Context: an optimization exercise on an open-source flow, tuned for small area, a short achievable clock period and few clock cycles per item. The choices shown serve that exercise and are no tape-out recipe. The RTL was checked by simulation tests, not by an equivalence proof against the original design. Power is estimated from default activity; no workload was simulated.

## P
// main
module main(
    input clk, rst, start,
    input [3:0] ip,
    output reg [59:0] ans,
    output reg finish
    );
    function automatic ge4(input [3:0] x, input [3:0] y);
        reg r;
        integer j;
        begin
            r = 1'b1;
            for (j = 0; j < 4; j = j + 1)
                r = (x[j] ^ y[j]) ? x[j] : r;
            ge4 = r;
        end
    endfunction
    function automatic gek(input [6:0] x, input [6:0] k);
        reg r;
        integer j;
        begin
            r = 1'b1;
            for (j = 0; j < 7; j = j + 1)
                r = k[j] ? (x[j] & r) : (x[j] | r);
            gek = r;
        end
    endfunction
    reg [3:0]  d;       
    localparam [6:0] B = 7'd26;
    reg [6:0]  cnt;     
    reg        busy;    
    reg [47:0] s;       
    reg [11:0] v;       
    wire [11:0] keep, frz;
    genvar i;
    generate
        for (i = 0; i < 12; i = i + 1) begin : pos
            assign frz[i]  = gek(cnt, B + 90 + i);
            assign keep[i] = frz[i] | (v[i] & ge4(s[4*i+:4], d));
        end
    endgenerate
    wire [11:0] vn = {keep[10:0], 1'b1};
    wire [11:0] wr = vn & ~keep;
    wire rot  = busy & gek(cnt, B + 86);
    wire addx = gek(cnt, B + 89);
    wire [11:0] sel;
    generate
        for (i = 0; i < 12; i = i + 1) begin : sl
            assign sel[i] = cnt == B + 89 + i;
        end
    endgenerate
    reg  [3:0] ss;
    reg        sv;
    integer k;
    always @(*) begin
        ss = 4'd0;
        sv = 1'b0;
        for (k = 0; k < 12; k = k + 1) begin
            ss = ss | (s[4*k+:4] & {4{sel[k]}});
            sv = sv | (v[k] & sel[k]);
        end
    end
  ...
Size: about 68 I/O pins, roughly 6700 um2 of cells after synthesis.
Settings: LEC_CHECK=0, ABC_AREA=1, CAP_MARGIN=20, CORE_MARGIN=2, CORE_UTILIZATION=40, CTS_BUF_LIST=sky130_fd_sc_hd__clkbuf_8, CTS_CLUSTER_DIAMETER=100, CTS_CLUSTER_SIZE=30, SLEW_MARGIN=20; clock period 25.0 ns.
standard.sh (not shown) runs the stock make flow with config.mk's settings and CLKGATE_MAP_FILE= SYNTH_SCRIPT=/design/flow/synth_recipe.tcl, a recipe that flattens the netlist after the stock synthesis.
==> flow/flow/run.sh <==
#!/bin/bash
# The standard layout with three changes: plain buf_1 cells as the port
# buffers, the flip-flops that drive the outputs one size up, and the
# timing repair after global routing aimed past the 25 ns constraint.
set -euo pipefail
export BUFFER_PORTS_ARGS="-buffer_cell sky130_fd_sc_hd__buf_1"
export PRE_RESIZE_TCL="$PWD/flow/upsize_out.tcl"
bash standard.sh cts > standard_cts.log 2>&1
export SETUP_SLACK_MARGIN=19.05
bash standard.sh > standard.log 2>&1
==> flow/flow/upsize_out.tcl <==
# Hook run before the resize step: the flip-flops that drive output ports
# through their port buffers get a stronger drive (same function, same cell
# type, larger size), to speed up the paths to the outputs.
set n 0
foreach p [get_ports *] {
  if {[get_property $p direction] != "output"} { continue }
  set net [get_nets [get_name $p]]
  foreach pin [get_pins -of_objects $net -filter "direction==output"] {
    set buf [get_cells -of_objects $pin]
    foreach in [get_pins -of_objects $buf -filter "direction==input"] {
      set n2 [get_nets -of_objects $in]
      foreach dp [get_pins -of_objects $n2 -filter "direction==output"] {
        set ff [get_cells -of_objects $dp]
        if {[get_property $ff ref_name] == "sky130_fd_sc_hd__dfxtp_1"} {
          replace_cell $ff sky130_fd_sc_hd__dfxtp_2
          incr n
        }
      }
    }
  }
}
puts "upsize_out: $n output flip-flops upsized"
P: all stages complete, timing, DRC and antenna checks passed
Testbench counts of P, summed over its fixed seeds: cycles 19,584, lines 192.
For Q, these inputs were changed with respect to P:
==> flow/flow/run.sh <==
#!/bin/bash
# The standard layout with three changes: plain buf_1 cells as the port
# buffers, the flip-flops that drive the outputs one size up, and the
# timing repair after global routing aimed at its worst path, past the
# 25 ns constraint.
set -euo pipefail
export BUFFER_PORTS_ARGS="-buffer_cell sky130_fd_sc_hd__buf_1"
export REMOVE_ABC_BUFFERS=1
export PRE_RESIZE_TCL="$PWD/flow/upsize_out.tcl"
bash standard.sh cts > standard_cts.log 2>&1
export SETUP_SLACK_MARGIN=19.0
export TNS_END_PERCENT=0
bash standard.sh > standard.log 2>&1
Findings:
Measured against Q, the cell area of P comes out at 1.11 times the reference value.
Diff P -> Q | number of vias in the routed layout | decrease of 229
Going from P to Q, the routed wire length was found to have gone down by 6.4%.
Against P, Q reports a highest achievable clock rate that is lower.
Setup changes, Q to R
==> flow/flow/run.sh <==
#!/bin/bash
# The standard layout with three changes: plain buf_1 cells as the port
# buffers, the flip-flops that drive the outputs one size up, and the
# timing repair after global routing aimed past the 25 ns constraint.
set -euo pipefail
export BUFFER_PORTS_ARGS="-buffer_cell sky130_fd_sc_hd__buf_1"
export PRE_RESIZE_TCL="$PWD/flow/upsize_out.tcl"
bash standard.sh cts > standard_cts.log 2>&1
export SETUP_SLACK_MARGIN=19.0
export TNS_END_PERCENT=0
bash standard.sh > standard.log 2>&1
==> notes.md <==
R did not stop at any stage, and its layout met the timing, DRC and antenna checks. Q: done, clean on timing, DRC and antenna. Area: R vs Q -> R larger. R vs Q: routed length on met3 up by more than 10%. Of the two candidates, Q has the better net switching power of the design and R the worse one.
#### Input delta (S over R)
--- a/flow/flow/run.sh
+++ b/flow/flow/run.sh
@@ -2,7 +2,10 @@
 # The standard layout with three changes: plain buf_1 cells as the port
 # buffers, the flip-flops that drive the outputs one size up, and the
-# timing repair after global routing aimed past the 25 ns constraint.
+# timing repair after global routing aimed at its worst path, past the
+# 25 ns constraint.
 set -euo pipefail
 export BUFFER_PORTS_ARGS="-buffer_cell sky130_fd_sc_hd__buf_1"
+export REMOVE_ABC_BUFFERS=1
+export CTS_ARGS="-sink_clustering_enable -repair_clock_nets -sink_clustering_size 30 -sink_clustering_max_diameter 100 -buf_list sky130_fd_sc_hd__clkbuf_8 -dont_use_dummy_load"
 export PRE_RESIZE_TCL="$PWD/flow/upsize_out.tcl"
 bash standard.sh cts > standard_cts.log 2>&1
[summary]
Status | R and S | clean. The part of the total power dissipated in the clock network in S was lower than what R gave. R has a lower sequential share of power than S. S against R: pre-CTS worst setup slack now sits lower; count of inverters other than clock inverters in the layout now sits lower. Routed length on met3: S < R. S gives less power density of the placed cells than R did. Compared with R, S ends up with less cell area. S -> R: die area delta 0, exact match. Row relative contribution of combinational cells to total power: S higher / R lower.

[what the ideal ports hide]
The flow's constraints put no driver on any port. The routed layouts listed below were extracted and timed again, unchanged, in two steps. Step 1, drivers: a clkbuf_16 drives clk and a buf_2 each remaining input, both assumed. Step 2, shift: input delay + t, output delay - t, t = (earliest + latest rising clock arrival at the registers) / 2. This alone moves slack from input paths to output paths. Slacks: ideal ports / drivers / drivers and shift; pairs: ideal ports / drivers.
run | shift t [ns] | setup WS [ns] | worst setup path after step 2 | worst register clock-pin slew, ns
P | 0.484 | 19.063 / 19.024 / 18.657 | input to register | 0.08 / 0.08
Q | 0.476 | 18.980 / 18.943 / 18.672 | input to register | 0.08 / 0.08
R | 0.487 | 19.007 / 18.969 / 18.689 | input to register | 0.09 / 0.09
S | 0.468 | 18.985 / 18.948 / 18.671 | input to register | 0.08 / 0.08
After both steps every run listed still meets setup and hold. For P, which loses most, drivers alone change the setup slack by -0.039 ns; drivers and shift together by -0.406 ns.
